This design comes from an exercise in tuning for small area on the open sky130 flow, not from production work.
RTL that was checked went through simulation tests only; none was proved equivalent to the original.
The flow treats the clock pin as an ideal source, which a real chip does not have.
Power figures rest on the tool's default switching activity, not on a simulated workload.

==> inputs of job 807 <==
Design SDR_tx_rx_ctr, start of the top module:
module SDR_tx_rx_ctr(
	input clk,
	input rst,
	input [20:0] tod_h,
	input [10:0] tod_l,
	input TEST_EN,
	output tx_rx_switch,
	output [7:0] read_addr_0,
	input read_ram0_en,
	input [31:0] read_data_0,
	input [9:0] data_addr_in,
	input [9:0] freq_addr_in,
	output reg [9:0] data_addr_out,
	output reg [9:0] freq_addr_out,
	output reg [31:0] Tl_r,
	output reg [15:0] Tr,
	output PTT,
	output AD_SHDN,
	output reg led1
	);
==> module SDR_tx_rx_ctr, before the edit <==
module SDR_tx_rx_ctr(
	input clk,
	input rst,
	input [20:0] tod_h,
	input [10:0] tod_l,
	input TEST_EN,
	output tx_rx_switch,
	output [7:0] read_addr_0,
	input read_ram0_en,
	input [31:0] read_data_0,
	input [9:0] data_addr_in,
	input [9:0] freq_addr_in,
	output reg [9:0] data_addr_out,
	output reg [9:0] freq_addr_out,
	output reg [31:0] Tl_r,
	output reg [15:0] Tr,
	output PTT,
	output AD_SHDN,
	output reg led1
	);
reg [3:0] ra;
reg [31:0] Tl;
reg [15:0] Tx_hi;
reg [9:0] Tx_lo;
reg [9:0] Tx_rn;           
reg st_idle, st_tx;        
reg sw;
reg [24:0] lfsr;
assign read_addr_0 = {4'd0, ra};
assign tx_rx_switch = sw;
assign PTT = sw;
assign AD_SHDN = 1'b0;
function [10:0] addp1;
	input [9:0] a, b;
	integer i;
	reg c;
	begin
		c = 1'b1;
		for (i = 0; i < 10; i = i + 1) begin
			addp1[i] = a[i] ^ b[i] ^ c;
			c = (a[i] & b[i]) | (c & (a[i] ^ b[i]));
		end
		addp1[10] = c;
	end
endfunction
wire ra_10 = ra[3] & ra[1];
wire ld_tl = (ra == 4'd2);
wire ld_tx = ra[2] & !ra[1] & ra[0];
always @(posedge clk or posedge rst)
	if (rst)
		ra <= 4'd0;
	else if (!read_ram0_en)
		ra <= 4'd0;
	else if (!ra_10)
		ra <= {ra[3] | (ra[2] & ra[1] & ra[0]), ra[2] ^ (ra[1] & ra[0]), ra[1] ^ ra[0], !ra[0]};
always @(posedge clk or posedge rst)
	if (rst) begin
		Tl <= 32'd0;
		Tx_hi <= 16'd0;
		Tx_lo <= 10'd0;
	end else if (TEST_EN) begin
		Tl <= 32'hFFFF0380;
		Tx_hi <= 16'h0380;
		Tx_lo <= 10'd0;
	end else if (read_ram0_en) begin
		if (ld_tl) Tl <= read_data_0;
		if (ld_tx) begin
			Tx_hi <= read_data_0[31:16];
			Tx_lo <= read_data_0[9:0];
		end
	end
wire tod_l0 = (tod_l == 11'd0);
wire ev = (tod_h == 21'd975) && tod_l0;
always @(posedge clk or posedge rst)
	if (rst) begin
		Tl_r <= 32'd0;
		Tr <= 16'd0;
	end else if (ev) begin
		Tl_r <= Tl;
		Tr <= Tx_hi;
	end
always @(posedge clk)
	if (ev)
		Tx_rn <= ~Tx_lo;
wire [10:0] s = addp1(tod_h[9:0], Tx_rn);
wire txr0 = (Tx_rn == 10'h3ff);
wire tod_h_hi0 = (tod_h[20:11] == 10'd0);
wire begin_hit = tod_h_hi0 && !tod_h[10] && tod_l0 &&
	(txr0 ? (s[9:0] == 10'd976) : (s[9:0] == 10'h3ff && !s[10]));
wire end_hit = tod_h_hi0 && tod_l0 && (s[9:0] == Tl_r[9:0]) && (s[10] != tod_h[10]);
wire hi_ff = (Tl_r[31:16] == 16'hffff);
wire lo_0 = (Tl_r[15:0] == 16'h0);
wire hold976 = (tod_h == 21'd976) && (tod_l < 11'd449);
always @(posedge clk or posedge rst)
	if (rst) begin
		st_idle <= 1'b1;
		st_tx <= 1'b0;
	end else if (st_idle) begin
		if (hi_ff) begin
			if (lo_0) begin
				st_idle <= 1'b0;
			end else if (!hold976) begin
				st_idle <= 1'b0;
				st_tx <= 1'b1;
			end
		end
	end else if (st_tx) begin
		if (end_hit) st_tx <= 1'b0;
	end else begin
		if (!lo_0 && begin_hit) st_tx <= 1'b1;
	end
wire [9:0] noff = Tx_rn | {10{!st_tx}};
wire [10:0] dsum = addp1(data_addr_in, noff);
wire [10:0] fsum = addp1(freq_addr_in, noff);
always @(posedge clk or posedge rst)
	if (rst) begin
		sw <= 1'b0;
		data_addr_out <= 10'd0;
		freq_addr_out <= 10'd0;
	end else begin
		sw <= st_tx;
		data_addr_out <= dsum[9:0];
		freq_addr_out <= fsum[9:0];
	end
wire led_hit = ((lfsr & 25'h1ffff9d) == (25'h0126024 & 25'h1ffff9d));
always @(posedge clk or posedge rst)
	if (rst) begin
		lfsr <= 25'h024c049;
		led1 <= 1'b1;
	end else begin
		lfsr <= {lfsr[23:0], lfsr[24] ^ lfsr[21] ^ led_hit};
		if (st_idle)
			led1 <= led1 ^ led_hit;
		else
			led1 <= !st_tx;
	end
endmodule
export LEC_CHECK = 0
export CAP_MARGIN = 10
export CORE_MARGIN = 2
export CORE_UTILIZATION = 75
export PLACE_DENSITY = 0.85
export SLEW_MARGIN = 10
create_clock -name core_clock -period 10.0 [get_ports {clk}]
standard.sh (not shown) runs the stock make flow with config.mk's settings and CLKGATE_MAP_FILE= SYNTH_SCRIPT=/design/flow/synth_recipe.tcl, a recipe that flattens the netlist after the stock synthesis.
==> flow/flow/run.sh <==
#!/bin/bash
# Own layout flow, area-oriented.
#  1. Synthesis: the standard synthesis script (synth_recipe.tcl) with
#     ABC_AREA=1, SYNTH_ARGS=-noabc (no early "abc -fast" inside yosys synth,
#     so the ripple adders keep their polarity when full adders are
#     extracted), and ABC's area script replaced by one of flow/abc_*.script,
#     with a few cells kept out of ABC's mapping only (mux2 and some o*ai
#     cells, which ABC tends to pair with extra inverters). Each recipe
#     (script x cell set) is tried in a scratch folder and the one giving the
#     smallest synthesised area is then run for real through standard.sh.
#  2. the standard layout (standard.sh finish), with ports buffered by
#     buf_1 and a clock tree of clkbuf_4 without dummy loads; leaf buffers
#     whose flip-flop clock slew would be high are upsized (flow/post_cts.tcl);
#     one tie cell drives all constant outputs.
# Each tool run's output goes to a log file in this folder.
set -euo pipefail
W=$PWD
DU=$(make -s -C $FLOW_HOME DESIGN_CONFIG=$W/config.mk WORK_HOME=$W/orfs_q print-DONT_USE_CELLS | sed 's/^DONT_USE_CELLS = //')
rm -rf $W/orfs_q
X2="sky130_fd_sc_hd__mux2_1 sky130_fd_sc_hd__mux2_2 sky130_fd_sc_hd__mux2i_1 sky130_fd_sc_hd__o22ai_1 sky130_fd_sc_hd__o221ai_1 sky130_fd_sc_hd__o21ai_0"
X3="$X2 sky130_fd_sc_hd__o21ai_1 sky130_fd_sc_hd__o32ai_1"
for s in $W/flow/abc_*.script; do
  n=$(basename $s .script)
  mkdir -p $W/scripts_$n
  cp -r $FLOW_HOME/scripts/. $W/scripts_$n/
  cp $s $W/scripts_$n/abc_area.script
done
# the make command of standard.sh, in a scratch WORK_HOME
grep '^make ' standard.sh > $W/make_line.txt
try() { # name scriptdir xdu
  sed "s|WORK_HOME=[^ ]*|WORK_HOME=$W/try_$1|" $W/make_line.txt > $W/try_$1.sh
  set +e
  bash -c "set -euo pipefail; $(cat $W/try_$1.sh)" _ SCRIPTS_DIR=$2 ABC_AREA=1 SYNTH_ARGS=-noabc "DONT_USE_CELLS=$DU $3" synth > $W/try_$1.log 2>&1
  set -e
}
recipes=()
for s in $W/flow/abc_*.script; do
  n=$(basename $s .script)
  recipes+=("${n}_x2|$W/scripts_$n|$X2" "${n}_x3|$W/scripts_$n|$X3")
done
i=0
for r in "${recipes[@]}"; do
  IFS='|' read -r name dir xdu <<< "$r"
  try $name $dir "$xdu" &
  i=$((i+1))
  if (( i % ${NUM_CORES:-4} == 0 )); then wait; fi
done
wait
best=""; bestarea=""
for r in "${recipes[@]}"; do
  IFS='|' read -r name dir xdu <<< "$r"
  a=$(grep -h "Chip area" $W/try_$name/reports/*/SDR_tx_rx_ctr/base/synth_stat.txt 2>/dev/null | awk '{print $NF}' || true)
  echo "recipe $name area ${a:-failed}" >> $W/recipes.log
  if [[ -n "$a" ]] && { [[ -z "$bestarea" ]] || awk "BEGIN{exit !($a < $bestarea)}"; }; then best=$r; bestarea=$a; fi
done
echo "best $best $bestarea" >> $W/recipes.log
IFS='|' read -r name dir xdu <<< "$best"
rm -rf $W/try_*/objects $W/try_*/results
bash standard.sh SCRIPTS_DIR=$dir ABC_AREA=1 SYNTH_ARGS=-noabc "DONT_USE_CELLS=$DU $xdu" synth > $W/synth_make.log 2>&1
grep -h "Chip area" $W/orfs/reports/*/SDR_tx_rx_ctr/base/synth_stat.txt >> $W/recipes.log
bash standard.sh \
  "BUFFER_PORTS_ARGS=-buffer_cell sky130_fd_sc_hd__buf_1" \
  "CTS_ARGS=-sink_clustering_enable -repair_clock_nets -dont_use_dummy_load -buf_list sky130_fd_sc_hd__clkbuf_4" \
  POST_CTS_TCL=$W/flow/post_cts.tcl \
  SKIP_REPAIR_TIE_FANOUT=1 \
  finish > $W/flow_make.log 2>&1
==> flow/flow/abc_b3.script <==
strash
dc2
dch -f
amap
topo
==> flow/flow/abc_c5.script <==
strash
dc2
dch -f
amap -F 4 -A 4
topo
==> flow/flow/abc_d1.script <==
strash
dc2
dch -f
amap
strash
dc2
dch -f
amap
topo
==> flow/flow/abc_d7.script <==
strash
dc2
dch -f
amap
strash
dch -f
amap
strash
dch -f
amap
topo
==> flow/flow/post_cts.tcl <==
estimate_parasitics -placement
array set worst {}
foreach pin [all_registers -clock_pins] {
  set net [get_nets -of_objects $pin]
  set drv [get_cells -of_objects [lindex [get_pins -of_objects $net -filter "direction==output"] 0]]
  set name [get_full_name $drv]
  set s [get_property $pin slew_max]
  if {![info exists worst($name)] || $s > $worst($name)} { set worst($name) $s }
}
set changed 0
foreach name [array names worst] {
  set ref [get_property [get_cells $name] ref_name]
  if {$worst($name) > 0.10 && $ref eq "sky130_fd_sc_hd__clkbuf_4"} {
    puts "post_cts: $name ($ref) worst sink slew $worst($name) -> clkbuf_8"
    replace_cell [get_cells $name] sky130_fd_sc_hd__clkbuf_8
    incr changed
  }
}
if {$changed} {
  detailed_placement
  check_placement -verbose
  estimate_parasitics -placement
}
==> inputs of job 7110, as changes to job 807 <==
--- a/flow/config.mk
+++ b/flow/config.mk
@@ -8,5 +8,5 @@
 export CAP_MARGIN = 10
 export CORE_MARGIN = 2
-export CORE_UTILIZATION = 75
-export PLACE_DENSITY = 0.85
+export CORE_UTILIZATION = 80
+export PLACE_DENSITY = 0.88
 export SLEW_MARGIN = 10
==> inputs of job 2601, as changes to job 807 <==
--- a/flow/design.v
+++ b/flow/design.v
@@ -44,7 +44,4 @@
 	end
 endfunction
-wire ra_10 = ra[3] & ra[1];
-wire ld_tl = (ra == 4'd2);
-wire ld_tx = ra[2] & !ra[1] & ra[0];
 always @(posedge clk or posedge rst)
 	if (rst)
@@ -52,6 +49,6 @@
 	else if (!read_ram0_en)
 		ra <= 4'd0;
-	else if (!ra_10)
-		ra <= {ra[3] | (ra[2] & ra[1] & ra[0]), ra[2] ^ (ra[1] & ra[0]), ra[1] ^ ra[0], !ra[0]};
+	else if (ra != 4'd10)
+		ra <= ra + 4'd1;
 always @(posedge clk or posedge rst)
 	if (rst) begin
@@ -64,6 +61,6 @@
 		Tx_lo <= 10'd0;
 	end else if (read_ram0_en) begin
-		if (ld_tl) Tl <= read_data_0;
-		if (ld_tx) begin
+		if (ra == 4'd2) Tl <= read_data_0;
+		if (ra == 4'd5) begin
 			Tx_hi <= read_data_0[31:16];
 			Tx_lo <= read_data_0[9:0];
==> flow/flow/run.sh (replaced) <==
#!/bin/bash
# Own layout flow, area-oriented:
#  1. standard synthesis (synth_recipe.tcl), with ABC_AREA=1, an area-oriented
#     ABC script (flow/abc_area.script) in a copy of ORFS's scripts folder,
#     no early "abc -fast" in yosys synth, and a few mux/oai cells kept out of
#     ABC's mapping only;
#  2. the standard layout, with ports buffered by buf_1 and a clock tree
#     of small buffers without dummy loads, leaf buffers upsized where the
#     flip-flop clock slew would be high (flow/post_cts.tcl).
set -euo pipefail
W=$PWD
mkdir -p $W/myscripts
cp -r $FLOW_HOME/scripts/. $W/myscripts/
cp $W/flow/abc_area.script $W/myscripts/abc_area.script
DU=$(make -s -C $FLOW_HOME DESIGN_CONFIG=$W/config.mk WORK_HOME=$W/orfs_q print-DONT_USE_CELLS | sed 's/^DONT_USE_CELLS = //')
rm -rf $W/orfs_q
XDU="sky130_fd_sc_hd__mux2_1 sky130_fd_sc_hd__mux2_2 sky130_fd_sc_hd__mux2i_1 sky130_fd_sc_hd__o22ai_1 sky130_fd_sc_hd__o221ai_1 sky130_fd_sc_hd__o21ai_0 sky130_fd_sc_hd__o21ai_1 sky130_fd_sc_hd__o32ai_1"
bash standard.sh SCRIPTS_DIR=$W/myscripts ABC_AREA=1 SYNTH_ARGS=-noabc "DONT_USE_CELLS=$DU $XDU" synth > $W/synth_make.log 2>&1
bash standard.sh \
  "BUFFER_PORTS_ARGS=-buffer_cell sky130_fd_sc_hd__buf_1" \
  "CTS_ARGS=-sink_clustering_enable -repair_clock_nets -dont_use_dummy_load -buf_list sky130_fd_sc_hd__clkbuf_4" \
  POST_CTS_TCL=$W/flow/post_cts.tcl \
  finish > $W/flow_make.log 2>&1
==> flow/flow/abc_area.script (new file) <==
strash
dc2
dch -f
amap
strash
dc2
dch -f
amap
topo
--- a/flow/flow/post_cts.tcl
+++ b/flow/flow/post_cts.tcl
@@ -11,5 +11,5 @@
 foreach name [array names worst] {
   set ref [get_property [get_cells $name] ref_name]
-  if {$worst($name) > 0.10 && $ref eq "sky130_fd_sc_hd__clkbuf_4"} {
+  if {$worst($name) > 0.112 && $ref eq "sky130_fd_sc_hd__clkbuf_4"} {
     puts "post_cts: $name ($ref) worst sink slew $worst($name) -> clkbuf_8"
     replace_cell [get_cells $name] sky130_fd_sc_hd__clkbuf_8
--- a/flow/config.mk
+++ b/flow/config.mk
@@ -6,7 +6,7 @@
 export NUM_CORES = 4
 export LEC_CHECK = 0
-export CAP_MARGIN = 10
+export CAP_MARGIN = 20
 export CORE_MARGIN = 2
-export CORE_UTILIZATION = 75
-export PLACE_DENSITY = 0.85
-export SLEW_MARGIN = 10
+export CORE_UTILIZATION = 40
+export PLACE_DENSITY = 0.6
+export SLEW_MARGIN = 20
removed: flow/flow/abc_b3.script
removed: flow/flow/abc_c5.script
removed: flow/flow/abc_d1.script
removed: flow/flow/abc_d7.script
==> inputs of job 2384, as changes to job 807 <==
--- a/flow/design.v
+++ b/flow/design.v
@@ -22,5 +22,5 @@
 reg [31:0] Tl;
 reg [15:0] Tx_hi;
-reg [9:0] Tx_lo;
+reg [9:0] Tx_lon;          
 reg [9:0] Tx_rn;           
 reg st_idle, st_tx;        
@@ -58,14 +58,14 @@
 		Tl <= 32'd0;
 		Tx_hi <= 16'd0;
-		Tx_lo <= 10'd0;
+		Tx_lon <= 10'h3ff;
 	end else if (TEST_EN) begin
 		Tl <= 32'hFFFF0380;
 		Tx_hi <= 16'h0380;
-		Tx_lo <= 10'd0;
+		Tx_lon <= 10'h3ff;
 	end else if (read_ram0_en) begin
 		if (ld_tl) Tl <= read_data_0;
 		if (ld_tx) begin
 			Tx_hi <= read_data_0[31:16];
-			Tx_lo <= read_data_0[9:0];
+			Tx_lon <= ~read_data_0[9:0];
 		end
 	end
@@ -82,5 +82,5 @@
 always @(posedge clk)
 	if (ev)
-		Tx_rn <= ~Tx_lo;
+		Tx_rn <= Tx_lon;
 wire [10:0] s = addp1(tod_h[9:0], Tx_rn);
 wire txr0 = (Tx_rn == 10'h3ff);
--- a/flow/flow/run.sh
+++ b/flow/flow/run.sh
@@ -11,6 +11,5 @@
 #  2. the standard layout (standard.sh finish), with ports buffered by
 #     buf_1 and a clock tree of clkbuf_4 without dummy loads; leaf buffers
-#     whose flip-flop clock slew would be high are upsized (flow/post_cts.tcl);
-#     one tie cell drives all constant outputs.
+#     whose flip-flop clock slew would be high are upsized (flow/post_cts.tcl).
 # Each tool run's output goes to a log file in this folder.
 set -euo pipefail
@@ -63,4 +62,3 @@
   "CTS_ARGS=-sink_clustering_enable -repair_clock_nets -dont_use_dummy_load -buf_list sky130_fd_sc_hd__clkbuf_4" \
   POST_CTS_TCL=$W/flow/post_cts.tcl \
-  SKIP_REPAIR_TIE_FANOUT=1 \
   finish > $W/flow_make.log 2>&1
==> flow/flow/abc_e1.script (new file) <==
strash
dc2
dch -f
amap -m
topo
==> flow/flow/abc_e7.script (new file) <==
strash
ifraig
dc2
dch -f
amap
topo
--- a/flow/flow/post_cts.tcl
+++ b/flow/flow/post_cts.tcl
@@ -11,5 +11,5 @@
 foreach name [array names worst] {
   set ref [get_property [get_cells $name] ref_name]
-  if {$worst($name) > 0.10 && $ref eq "sky130_fd_sc_hd__clkbuf_4"} {
+  if {$worst($name) > 0.095 && $ref eq "sky130_fd_sc_hd__clkbuf_4"} {
     puts "post_cts: $name ($ref) worst sink slew $worst($name) -> clkbuf_8"
     replace_cell [get_cells $name] sky130_fd_sc_hd__clkbuf_8
removed: flow/flow/abc_d1.script
removed: flow/flow/abc_d7.script
==> summary.txt <==
item                                                                        job 807                 job 2384                 job 2601                 job 7110
Maximum cell stage delay along the critical path                            0.41 ns                  0.57 ns                  0.42 ns                  0.57 ns
Layout filler cell count                                                        422                      399                    1,553                      233
Depth of the worst register-to-register path                                     18                       15                       18                       18
Share of Yosys cell area claimed by the top area cell type                   55.83%                   52.32%                   55.89%                   55.83%
Chip Width                                                            98.68 microns            98.49 microns            133.6 microns            95.67 microns
Post-Place Setup Slack                                                     2.926 ns                 2.970 ns                 3.051 ns                 2.623 ns
WP data required                                                           10.38 ns                 10.47 ns                 10.49 ns                 10.37 ns
Synthesized area per cell                                               14.21 sq um              14.07 sq um              13.71 sq um              14.21 sq um
Clock-net power                                                            0.300 mW                 0.335 mW                 0.326 mW                 0.336 mW
Post-DR wirelength/cell                                               21.24 microns            22.56 microns            18.31 microns            30.28 microns
Cell count after placement                                                      744                      749                      879                      740
Run status                                                  complete, no violations  complete, no violations  complete, no violations  complete, no violations
Sequential share of power                                                     65.2%                    63.2%                    62.3%                    62.8%
Fraction of met3 tracks used by global routing                               8.227%                   7.518%                   6.393%                   30.59%
Global Route Usage Sum                                                       34.74%                   36.82%                   19.27%                   55.85%
Detailed Route WL                                                    16,170 microns           17,310 microns           16,410 microns           22,950 microns
Switching share of power                                                     23.24%                   23.78%                   25.64%                   25.51%
Gpl congestion                                                               0.8997                    1.027                   0.8687                   0.9413
Compound-gate portion of the synthesized area                                17.07%                   16.42%                   16.26%                   17.07%
Global-route wire length before repair                               25,670 microns           27,050 microns           26,390 microns           35,400 microns
Core area                                                            0.008721 sq mm           0.008678 sq mm            0.01652 sq mm           0.008175 sq mm
Die outline area                                                     0.009737 sq mm           0.009700 sq mm            0.01784 sq mm           0.009153 sq mm
Function not checked in job 2384: the RTL went through the layout flow alone.

## what the ideal ports hide
The results above use ideal ports. As a check the final layouts listed here were re-extracted and re-timed, cells and wires unchanged.
Step 1, drivers: a clkbuf_16 drives clk and a buf_2 each remaining input, both assumed.
Step 2 also shifts input and output timing later by t, the mid clock arrival at the registers, as if the neighbouring blocks saw the same clock.
a / b / c = no drivers / after step 1 / after step 2; a / b = the first two.
run | shift t [ns] | setup slack, ns | latest minus earliest clock arrival (ns)
job 807 | 0.549 | 3.413 / 3.424 / 2.875 | 0.029 / 0.030
job 7110 | 0.603 | 2.417 / 2.424 / 1.822 | 0.043 / 0.043
job 2601 | 0.597 | 3.589 / 3.605 / 3.008 | 0.039 / 0.039
job 2384 | 0.580 | 3.425 / 3.438 / 2.858 | 0.035 / 0.035
After both steps setup and hold are still met in every run listed. For job 7110, which loses most, drivers alone change the setup slack by +0.007 ns; drivers and shift together by -0.595 ns.
